Background: an optimization exercise with open tools, aiming at small area, a short achievable clock period and few clock cycles per item. Do not read the settings as production practice.
Only simulation tests tie the RTL to the original design; equivalence was not proved.

==> flow/design.v (outline; a module is shown in full before it is edited, if it fits) <==
// module matvecmult: 2220 lines
// module mv_fa: 4 lines
// module mv_xor3: 3 lines
// module mv_xor2: 3 lines
// module mv_xnor2: 3 lines
module matvecmult(
    CLK,
    RST,
    vector_x,
    vector_b,
    vector_y,
    Q,
    A,
    finish
);
  // ...
==> flow/flow/run.sh <==
#!/bin/bash
set -euo pipefail
export BUFFER_PORTS_ARGS="-buffer_cell sky130_fd_sc_hd__buf_1"
export SETUP_SLACK_MARGIN=6.5
bash standard.sh > standard_make.log 2>&1
==> flow/standard.sh <==
#!/bin/bash
# synth_recipe.tcl (not shown) runs the flow's synth.tcl, then flattens the netlist and writes it again
# the make line also repeats each setting of config.mk as NAME=value (left out here)
make -C /OpenROAD-flow-scripts/flow DESIGN_CONFIG=/design/flow/config.mk WORK_HOME=/design/flow/orfs CLKGATE_MAP_FILE= SYNTH_SCRIPT=/design/flow/synth_recipe.tcl "${@:-finish}"
==> flow/config.mk <==
export PLATFORM = sky130hd
export DESIGN_NAME = matvecmult
export DESIGN_NICKNAME = matvecmult
export VERILOG_FILES = /design/flow/design.v
export SDC_FILE = /design/flow/constraint.sdc
export NUM_CORES = 4
export LEC_CHECK = 0
export CAP_MARGIN = 20
export CORE_MARGIN = 2
export CORE_UTILIZATION = 40
export SLEW_MARGIN = 20
export SYNTH_HIERARCHICAL = 1
export SYNTH_MINIMUM_KEEP_SIZE = 0
==> flow/constraint.sdc <==
create_clock -name core_clock -period 10.0 [get_ports {CLK}]
set_input_delay 2.0000 -clock core_clock [delete_from_list [all_inputs] [get_ports {CLK}]]
set_output_delay 2.0000 -clock core_clock [all_outputs]
set_load 0.01 [all_outputs]
==> impl_metrics.json, run 1 <==
{
  "status": "no timing/DRC/antenna violations",
  "regMostFlops": "y_r",
  "synth_fa_ha_area_share_pct": 32.0,
  "synthArstFlopShare_pct": 3.14,
  "start_util_pct": 40.5,
  "ios": 519,
  "fin_setup_tns_ns": 0,
  "rsz0062_at_grt": "true",
  "wl_met2_mm": 27.5,
  "crit_type": "reg -> reg",
  "fin_nets": 2535,
  "multi_input_area_share_pct": 53.2,
  "min_from": "done1$_DFF_PP0_",
  "antenna_found_initial": 5,
  "cp.arrival_ns": 4.10,
  "synth_area_leader_cell": "fa_1",
  "synth_compound_area_share_pct": 3.78,
  "nNonClkBuffers": 495,
  "syn_avg_cell_area_um2": 11.6,
  "met3_usage_pct": 2.47,
  "syn_to_final_growth_pct": 30.0,
  "grt_util_met1_pct": 34.0,
  "antenna_cells": 2,
  "vias": 12300,
  "fillCellCount": 3512,
  "finalHoldWorstSlack_ns": 0.347,
  "drt-vias-per-instance": 5.06,
  "final_layout_size_suffix_gt1_share_pct": 23.8,
  "rr_endpoint": "y_r[6][7]$_DFFE_PN_",
  "hp-class": "reg -> reg",
  "clock_area_share_pct": 4.07,
  "grt_max_degree": 51
}
Testbench counts, summed over its fixed seeds: cycles 43,200, items 2,400.
==> run 2, diff against run 1 <==
==> flow/flow/run.sh (replaced) <==
#!/bin/bash
set -euo pipefail
export BUFFER_PORTS_ARGS="-buffer_cell sky130_fd_sc_hd__buf_1"
export SETUP_SLACK_MARGIN=7.0
bash standard.sh > standard_make.log 2>&1
--- a/flow/config.mk
+++ b/flow/config.mk
@@ -9,3 +9,3 @@
 export CORE_MARGIN = 2
-export CORE_UTILIZATION = 40
+export CORE_UTILIZATION = 55
 export SLEW_MARGIN = 20
==> impl_metrics.json, run 2 <==
{
  "final_cell_mix": "217 x nand2_1, 197 x fa_2, 186 x buf_1",
  "synth_top_flop_cell": "edfxtp_1",
  "reg2reg_depth": 9,
  "hp-class": "reg -> reg",
  "drt-vias-per-instance": 5.69,
  "rsz0062_at_grt": "true",
  "start_kind": "flop",
  "synth.most_common_cell": "nand2_1",
  "synth_nets": 2036,
  "synth.top_cells.by_count": "468 x nand2_1, 256 x fa_1, 197 x xnor2_1",
  "crit_fanout": 8,
  "antenna_found_initial": 4,
  "period_minus_slack_ns": 3.74,
  "multi_input_area_um2": 12700,
  "netlist_instances": 1391,
  "fin_nets": 2591,
  "grt_pass1_wl_mm": 80.8,
  "slew_violations": 0,
  "cp.arrival_ns": 3.96,
  "clockBufferDepth": 3,
  "syn_area_um2": 16100,
  "status": "no timing/DRC/antenna violations",
  "gp_congestion": 0.932,
  "hold_viol": 0,
  "grt-ovfl-total": 0,
  "largest_reg_flops": 128,
  "clk-insertion-delay-late_ns": 0.52,
  "slew-limit-headroom_pct": 32.1,
  "seq_area_um2": 5810,
  "synth_area_leader_cell": "fa_1",
  "endpoint_kind": "flop",
  "yosys_warnings": 8,
  "syn_to_final_growth_pct": 50.5,
  "finalSetupViolCount": 0,
  "rows": 62,
  "coreArea_um2": 28800,
  "finalCritPeriodShare_pct": 37.4,
  "skew_ns": 0.0134,
  "synth_edf_count": 129,
  "critPathRequiredTime_ns": 10.22,
  "drtAntennaViolNets": 0,
  "die_x_um": 175,
  "grt_pass1_vias": 13600,
  "crit_type": "reg -> reg",
  "hpwl_mm": 42.2,
  "syn_avg_cell_area_um2": 11.6,
  "synth-seq-cells": 223,
  "cts.clk_slew.worst_paths_ns": 0.06,
  "cts_buffers": 23,
  "die_y_um": 175,
  "io_buffers": 486,
  "dr.pass1.iters": 5,
  "cts-root-buf": "clkbuf_16",
  "vias": 13400,
  "hold_depth": 0,
  "synth_top_cell_area_share_pct": 31.8,
  "maxCapViolCount": 0,
  "timing.fmax_mhz": 267,
  "top_regs": "y_r: 128 flops, cut: 77 flops, cnt: 5 flops",
  "dieArea_um2": 30700,
  "fin_setup_tns_ns": 0,
  "grt_util_all_layers_pct": 35.6,
  "drc": 0,
  "final_common_cell": "nand2_1",
  "placed_cell_area_um2": 19600,
  "yosysSeqAreaShare_pct": 35.9,
  "routed_wl_mm": 58.6,
  "cts_sinks": 223,
  "tightest_slew_ns": 1.01,
  "final_layout_size_suffix_gt1_share_pct": 49.7,
  "ys_top_cells_by_area": "fa_1 32%, edfxtp_1 24%, nand2_1 11%",
  "synthArstFlopShare_pct": 3.14,
  "htreeDepth": 1,
  "ios": 519,
  "start_util_pct": 56.0,
  "finalInstanceArea_um2": 24200,
  "grt_max_degree": 36,
  "cts_tree": "done",
  "drt_iter0_drc": 1095,
  "fillCellCount": 1521,
  "yosysUniqueCellTypes": 62,
  "wl_per_cell_um": 24.9,
  "hold_buffers": 0,
  "regMostFlops": "y_r"
}
[run 2: changes by cell type in the layout (fill, tap and decap cells not counted), sizes merged]
cell	delta
clkbuf	+47
buf	+10
clkinv	+5
inv	-5
diode	+2
bufinv	-1
clkinvlp	-1
[run 2: cell type report]
cell class | count | share of cell area [%]
Timing Repair Buffer | 551 | 18.1
Antenna cell | 4 | 0.0413
Tap cell | 384 | 1.98
Clock inverter | 13 | 0.635
Timing Repair inverter | 2 | 0.0619
Multi-Input combinational cell | 1125 | 52.3
Sequential cell | 223 | 24.0
Clock buffer | 29 | 2.64
Inverter | 20 | 0.346
[run 2: path summary, 6_finish.rpt]
| path | start | endpoint | slack, ns |
|---|---|---|---|
| worst max-delay path | cut[30]$_DFF_P_ | y_r[13][6]$_DFFE_PN_ | 6.26 |
| worst max register to register | cut[30]$_DFF_P_ | y_r[13][6]$_DFFE_PN_ | 6.26 |
| max in group asynchronous | RST | cnt[0]$_DFFE_PP0N_ | 8.36 |
| min in group asynchronous | RST | cnt[2]$_DFFE_PP0N_ | 1.42 |
| worst min register to register | done1$_DFF_PP0_ | fin$_DFF_PP0_ | 0.37 |
| worst min-delay path | done1$_DFF_PP0_ | fin$_DFF_PP0_ | 0.37 |
[run 2: metrics by stage]
stage	utilization [%]	worst slack [ns]	cells	hold WS [ns]
global route	84.2	6.18	2351	0.369
floorplan	-	6.11	1391	0.331
finish	84.2	6.26	2351	0.366
global placement	68.2	5.41	2244	0.344
detailed placement	68.2	5.39	2244	0.350
CTS	80.1	6.20	2324	0.366
[run 2: what timing repair did]
action                                  in CTS  in global routing
cloned                                       2                  0
gates resized for setup                    799                280
pin swaps                                  204                147
endpoints found under the setup margin     274                254
buffers inserted                            36                 21
[run 2: Yosys stat by module, one instance, submodules excluded]
module	flip-flops and latches	cells	copies in the design	area, um^2
mv_xnor2	0	1	195	8.76
mv_fa	0	1	255	20.0
matvecmult	223	941	1	9300
[run 2: kinds of logic after synthesis]
| kind of cell | after synthesis | share of synthesized area, % |
|---|---|---|
| compound gates | 92 | 3.78 |
| mux | 29 | 2.35 |
| simple gates | 547 | 13.5 |
| fa+ha+maj | 259 | 32.0 |
| buf+inv | 43 | 1.55 |
| xor+xnor | 198 | 10.8 |
| flops | 223 | 35.9 |
[run 2: layer usage]
metal / up-vias / wire (um) / track usage [%]
met2: 798 / 30500 / 61.6
met5: - / 0 / 0
met4: 0 / 2980 / 13.1
li1: 5662 / - / -
met1: 6742 / 21400 / 46.4
met3: 169 / 3840 / 4.35
[run 2: critical path, stage by stage (launching register included)]
cell	delay, ns
dfxtp_2	0.33
fa_2	0.41
fa_1	0.51
fa_1	0.52
fa_1	0.51
fa_2	0.46
buf_6	0.13
buf_6	0.11
xnor2_4	0.20
clkinvlp_4	0.23
==> run 3, diff against run 2 <==
==> flow/flow/run.sh (replaced) <==
#!/bin/bash
set -euo pipefail
export BUFFER_PORTS_ARGS="-buffer_cell sky130_fd_sc_hd__buf_1"
bash standard.sh > standard_make.log 2>&1
--- a/flow/config.mk
+++ b/flow/config.mk
@@ -9,3 +9,3 @@
 export CORE_MARGIN = 2
-export CORE_UTILIZATION = 55
+export CORE_UTILIZATION = 40
 export SLEW_MARGIN = 20
==> impl_metrics.json, run 3 <==
{
  "endpoint_kind": "flop",
  "timing.fmax_mhz": 246,
  "drt-vias-per-instance": 4.98,
  "yosys_warnings": 8,
  "cts_tree": "done",
  "ios": 519,
  "hold_buffers": 0,
  "io_buffers": 486,
  "cts_buffers": 23,
  "yosysSeqAreaShare_pct": 35.9,
  "ys_top_cells_by_area": "fa_1 32%, edfxtp_1 24%, nand2_1 11%",
  "syn_area_um2": 16100,
  "finalSetupViolCount": 0,
  "grt_util_all_layers_pct": 24.3,
  "rsz0062_at_grt": "false",
  "synth_top_flop_cell": "edfxtp_1",
  "crit_fanout": 16,
  "final_layout_size_suffix_gt1_share_pct": 3.73,
  "regMostFlops": "y_r",
  "grt_max_degree": 49,
  "grt_pass1_wl_mm": 75.4,
  "hold_viol": 0,
  "fin_setup_tns_ns": 0,
  "cts-root-buf": "clkbuf_16",
  "antenna_found_initial": 5,
  "skew_ns": 0.0110,
  "fin_nets": 2531,
  "die_x_um": 205,
  "start_kind": "flop",
  "final_cell_mix": "486 x buf_1, 468 x nand2_1, 256 x fa_1",
  "gp_congestion": 0.942,
  "largest_reg_flops": 128,
  "post_cts_buffers": 0,
  "synth_edf_count": 129,
  "dr.pass1.iters": 5,
  "crit_type": "reg -> reg",
  "clk-insertion-delay-late_ns": 0.50,
  "wl_per_cell_um": 20.9,
  "hold_depth": 0,
  "post_cts_resized": 0,
  "hp-class": "reg -> reg",
  "rr_endpoint": "y_r[0][7]$_DFFE_PN_",
  "maxCapViolCount": 0,
  "syn_to_final_growth_pct": 19.6,
  "htreeDepth": 1,
  "rr_startpoint": "cut[26]$_DFF_P_",
  "reg2reg_depth": 8,
  "grt_pass1_vias": 12500,
  "vias": 12100,
  "cp.arrival_ns": 4.27,
  "status": "no timing/DRC/antenna violations",
  "period_minus_slack_ns": 4.06,
  "synth.most_common_cell": "nand2_1",
  "final_common_cell": "buf_1",
  "synth-seq-cells": 223,
  "min_to": "fin$_DFF_PP0_",
  "dieArea_um2": 41900,
  "top_regs": "y_r: 128 flops, cut: 77 flops, cnt: 5 flops",
  "coreArea_um2": 39700,
  "synth.top_cells.by_count": "468 x nand2_1, 256 x fa_1, 197 x xnor2_1",
  "finalCritPeriodShare_pct": 40.6,
  "synth_top_cell_area_share_pct": 31.8,
  "hpwl_mm": 43.9,
  "slew-limit-headroom_pct": 39.9,
  "synth_nets": 2036,
  "synthArstFlopShare_pct": 3.14,
  "drt_iter0_drc": 615,
  "clockBufferDepth": 3,
  "critPathRequiredTime_ns": 10.21,
  "netlist_instances": 1391,
  "tightest_slew_ns": 0.899,
  "rrSetupSlack_ns": 5.94,
  "routed_wl_mm": 50.9,
  "rows": 73,
  "yosysUniqueCellTypes": 62,
  "die_y_um": 205,
  "cts_sinks": 223,
  "slew_violations": 0,
  "fin_util_pct": 48.5,
  "min_from": "done1$_DFF_PP0_",
  "drc": 0,
  "synth_area_leader_cell": "fa_1",
  "start_util_pct": 40.5,
  "syn_avg_cell_area_um2": 11.6,
  "cts.clk_slew.worst_paths_ns": 0.07,
  "drtAntennaViolNets": 0,
  "grt-ovfl-total": 0
}
run 3: cells by family after synthesis:
kind of cell             after synthesis  share of synthesized area (%)
AND/OR/NAND/NOR                      547                           13.5
adder cells (fa/ha/maj)              259                           32.0
flip-flops                           223                           35.9
XOR/XNOR                             198                           10.8
AO/OA/AOI/OAI                         92                           3.78
buffers and inverters                 43                           1.55
multiplexers                          29                           2.35
run 3: modules after synthesis, one instance, submodules excluded:
module,copies in the design,cells inside,flops+latches
mv_xnor2,195,1,0
mv_fa,255,1,0
matvecmult,1,941,223
run 3: layout make-up:
type / count / area (um^2)
Timing Repair Buffer: 493 / 1870
Sequential cell: 223 / 5790
Multi-Input combinational cell: 1125 / 10100
Clock inverter: 16 / 193
Tap cell: 525 / 657
Clock buffer: 24 / 579
Fill cell: 3713 / 20500
Antenna cell: 3 / 7.51
Inverter: 20 / 75.1
run 3: critical path, cell delays in order (launching register included):
cell,delay (ns)
dfxtp_1,0.33
fa_1,0.45
fa_1,0.58
fa_1,0.46
fa_1,0.54
fa_1,0.44
or3_1,0.34
xnor2_1,0.16
inv_1,0.48
run 3: worst max-delay path by stage:
| stage | from | endpoint | depth (start not counted) |
|---|---|---|---|
| after global routing | cut[26]$_DFF_P_ | y_r[4][7]$_DFFE_PN_ | 8 |
| after floorplan | vector_b[27] | cut[11]$_DFF_P_ | 6 |
| after detailed placement | vector_x[120] | cut[64]$_DFF_P_ | 6 |
| after CTS | cut[26]$_DFF_P_ | y_r[11][7]$_DFFE_PN_ | 8 |
| after global placement | vector_x[120] | cut[64]$_DFF_P_ | 6 |
| final | cut[26]$_DFF_P_ | y_r[0][7]$_DFFE_PN_ | 8 |
run 3: stage by stage:
| step | setup WS, ns | area (um^2) | std cells | hold WS, ns |
|---|---|---|---|---|
| floorplan | 6.03 | 16100 | 1391 | 0.331 |
| global placement | 5.53 | 18500 | 2385 | 0.337 |
| detailed placement | 5.48 | 18500 | 2386 | 0.336 |
| CTS | 5.90 | 19200 | 2426 | 0.358 |
| global route | 5.75 | 19300 | 2429 | 0.361 |
| finish | 5.94 | 19300 | 2429 | 0.355 |
run 3: metal layers:
metal | routed length [um] | vias up | global-route usage [%]
met1 | 20900 | 6013 | 31.5
met2 | 25500 | 480 | 42.4
met5 | 26 | - | 0
met4 | 1750 | 4 | 7.51
li1 | - | 5520 | -
met3 | 2770 | 88 | 3.04
==> run 4, diff against run 3 <==
==> flow/run.sh (new file) <==
#!/bin/bash
# synth_recipe.tcl (not shown) runs the flow's synth.tcl, then flattens the netlist and writes it again
# the make line also repeats each setting of config.mk as NAME=value (left out here)
make -C /OpenROAD-flow-scripts/flow DESIGN_CONFIG=/design/flow/config.mk WORK_HOME=/design/flow/orfs CLKGATE_MAP_FILE= SYNTH_SCRIPT=/design/flow/synth_recipe.tcl finish
removed: flow/flow/run.sh
removed: flow/standard.sh
==> impl_metrics.json, run 4 <==
{
  "fin_setup_tns_ns": 0,
  "cts_sinks": 223,
  "hp-class": "reg -> reg",
  "top_regs": "y_r: 128 flops, cut: 77 flops, cnt: 5 flops",
  "clockBufferDepth": 3,
  "vias": 12100,
  "cp.arrival_ns": 4.75,
  "synthArstFlopShare_pct": 3.14,
  "wl_per_cell_um": 22.2,
  "die_x_um": 205,
  "status": "no timing/DRC/antenna violations",
  "antenna_found_initial": 1,
  "clk-insertion-delay-late_ns": 0.51,
  "io_buffers": 486,
  "synth_nets": 2036,
  "timing.fmax_mhz": 229,
  "dr.pass1.iters": 7,
  "ios": 519,
  "hold_viol": 0,
  "synth_top_flop_cell": "edfxtp_1",
  "fillCellCount": 3487,
  "cts.clk_slew.worst_paths_ns": 0.06,
  "grt_util_all_layers_pct": 25.7,
  "start_kind": "input pin",
  "finalCritPeriodShare_pct": 43.7,
  "antenna_cells": 0,
  "die_y_um": 205,
  "drt-vias-per-instance": 5.00,
  "rr_startpoint": "cut[26]$_DFF_P_",
  "reg2reg_depth": 8,
  "synth_area_leader_cell": "fa_1",
  "regMostFlops": "y_r",
  "cts_tree": "done",
  "grt_max_degree": 48,
  "critPathRequiredTime_ns": 10.38,
  "htreeDepth": 1,
  "cts-root-buf": "clkbuf_16",
  "finalSetupViolCount": 0,
  "fin_nets": 2531,
  "yosysSeqAreaShare_pct": 35.9,
  "hold_depth": 0,
  "drtAntennaViolNets": 0,
  "drt_iter0_drc": 701,
  "maxCapViolCount": 0,
  "synth_top_cell_area_share_pct": 31.8,
  "grt_pass1_vias": 12900,
  "syn_to_final_growth_pct": 38.2,
  "drc": 0,
  "synth_edf_count": 129,
  "final_layout_size_suffix_gt1_share_pct": 3.52,
  "yosysUniqueCellTypes": 62,
  "synth-seq-cells": 223,
  "endpoint_kind": "flop",
  "rows": 73,
  "grt_pass1_wl_mm": 79.7,
  "fin_util_pct": 56.0,
  "final_common_cell": "clkdlybuf4s50_1",
  "slew_violations": 0,
  "crit_fanout": 7,
  "crit_type": "in -> reg",
  "final_cells": 2426,
  "largest_reg_flops": 128,
  "post_cts_resized": 0,
  "cts_buffers": 22,
  "synth.top_cells.by_count": "468 x nand2_1, 256 x fa_1, 197 x xnor2_1",
  "tightest_slew_ns": 0.959,
  "min_to": "fin$_DFF_PP0_",
  "period_minus_slack_ns": 4.37,
  "grt-ovfl-total": 0,
  "dp_cells": 2387,
  "hpwl_mm": 46.6,
  "netlist_instances": 1391,
  "gp_congestion": 0.935,
  "min_from": "done1$_DFF_PP0_",
  "placed_cell_area_um2": 21500,
  "synth.most_common_cell": "nand2_1",
  "rrSetupSlack_ns": 5.90,
  "coreArea_um2": 39700,
  "finalInstanceArea_um2": 22300,
  "final_cell_mix": "486 x clkdlybuf4s50_1, 468 x nand2_1, 256 x fa_1",
  "syn_area_um2": 16100,
  "rsz0062_at_grt": "false",
  "start_util_pct": 40.5,
  "post_cts_buffers": 0,
  "skew_ns": 0.0215,
  "rr_endpoint": "y_r[12][7]$_DFFE_PN_",
  "syn_avg_cell_area_um2": 11.6,
  "dieArea_um2": 41900,
  "hold_buffers": 0,
  "routed_wl_mm": 53.9,
  "ys_top_cells_by_area": "fa_1 32%, edfxtp_1 24%, nand2_1 11%",
  "yosys_warnings": 8,
  "slew-limit-headroom_pct": 35.8
}
==> run 4: cell counts after synthesis <==
Identical to the previous run, type by type.
==> run 4: layer usage <==
metal / up-vias / share of wire, % / GRT usage, %
met4: 2 / 1.1 / 3.70
met5: - / 0.020 / 0
met2: 438 / 52 / 46.6
li1: 5521 / - / -
met1: 6139 / 42 / 34.0
met3: 42 / 5.1 / 2.48
==> run 4: worst max path at each step <==
stage | slack [ns] | startpoint | cells after the start | end
2_1_floorplan | 6.03 | vector_b[27] | 6 | cut[11]$_DFF_P_
3_3_place_gp | 5.16 | vector_x[120] | 6 | cut[64]$_DFF_P_
3_5_place_dp | 5.14 | vector_x[120] | 6 | cut[64]$_DFF_P_
4_1_cts | 5.68 | vector_x[120] | 6 | cut[64]$_DFF_P_
5_1_grt | 5.62 | vector_x[120] | 6 | cut[64]$_DFF_P_
6_report | 5.63 | vector_x[120] | 6 | cut[64]$_DFF_P_
==> run 4: through the flow <==
step,hold WS [ns],setup WS (ns)
after global placement,0.336,5.16
after detailed placement,0.335,5.14
after global routing,0.370,5.62
after CTS,0.349,5.68
final,0.348,5.63
after floorplan,0.331,6.03
==> run 4: logic make-up (layout without fill, tap and decap cells) <==
group           count (synthesis)  count (layout)  synth area share, %
simple gates                  547             547                 13.5
flops                         223             223                 35.9
fa+ha+maj                     259             259                 32.0
buf+inv                        43             553                 1.55
mux                            29              29                 2.35
xor+xnor                      198             198                 10.8
compound gates                 92              92                 3.78
==> run 4: layout make-up <==
type	instances	area [um^2]	area share (%)
well taps	525	657	2.95
multi-input cells	1125	10100	45.3
inverters	20	75.1	0.337
clock buffers	29	619	2.78
clock inverters	10	115	0.517
flip-flops and latches	223	5790	26.0
repair buffers	494	4920	22.1
==> run 4: critical path, cell delays in order <==
cell and delay [ns]:
clkdlybuf4s50_1 0.72, nand2_1 0.16, fa_1 0.50, fa_1 0.45, fa_1 0.44, fa_1 0.46
==> run 4: per-module statistics from Yosys (local to each module, per instance) <==
module	area, um^2	flip-flops and latches
matvecmult	9300	223
mv_fa	20.0	0
mv_xnor2	8.76	0

what the ideal ports hide:
The flow's constraints put no driver on any port. The routed layouts listed below were extracted and timed again, unchanged, in two steps.
Step 1 assumes that a clkbuf_16 drives the clock port and a buf_2 every other input.
Step 2 also shifts input and output timing later by t, the mid clock arrival at the registers, as if the neighbouring blocks saw the same clock.
a / b / c = no drivers / after step 1 / after step 2; a / b = the first two.
run | t, ns | slack for setup (ns) | worst hold slack (ns) | worst slew at a driven data input, ns
run 1 | 0.562 | 6.105 / 6.105 / 5.798 | 0.347 / 0.347 / 0.347 | 0.11
run 2 | 0.563 | 6.261 / 6.261 / 5.791 | 0.366 / 0.366 / 0.366 | 0.13
run 3 | 0.547 | 5.936 / 5.936 / 5.465 | 0.355 / 0.355 / 0.355 | 0.15
run 4 | 0.548 | 5.635 / 5.658 / 5.109 | 0.348 / 0.348 / 0.348 | 0.12
After both steps every run listed still meets setup and hold. The setup slack of run 4, which loses most, moves by +0.023 ns with the drivers and by -0.526 ns with both steps.
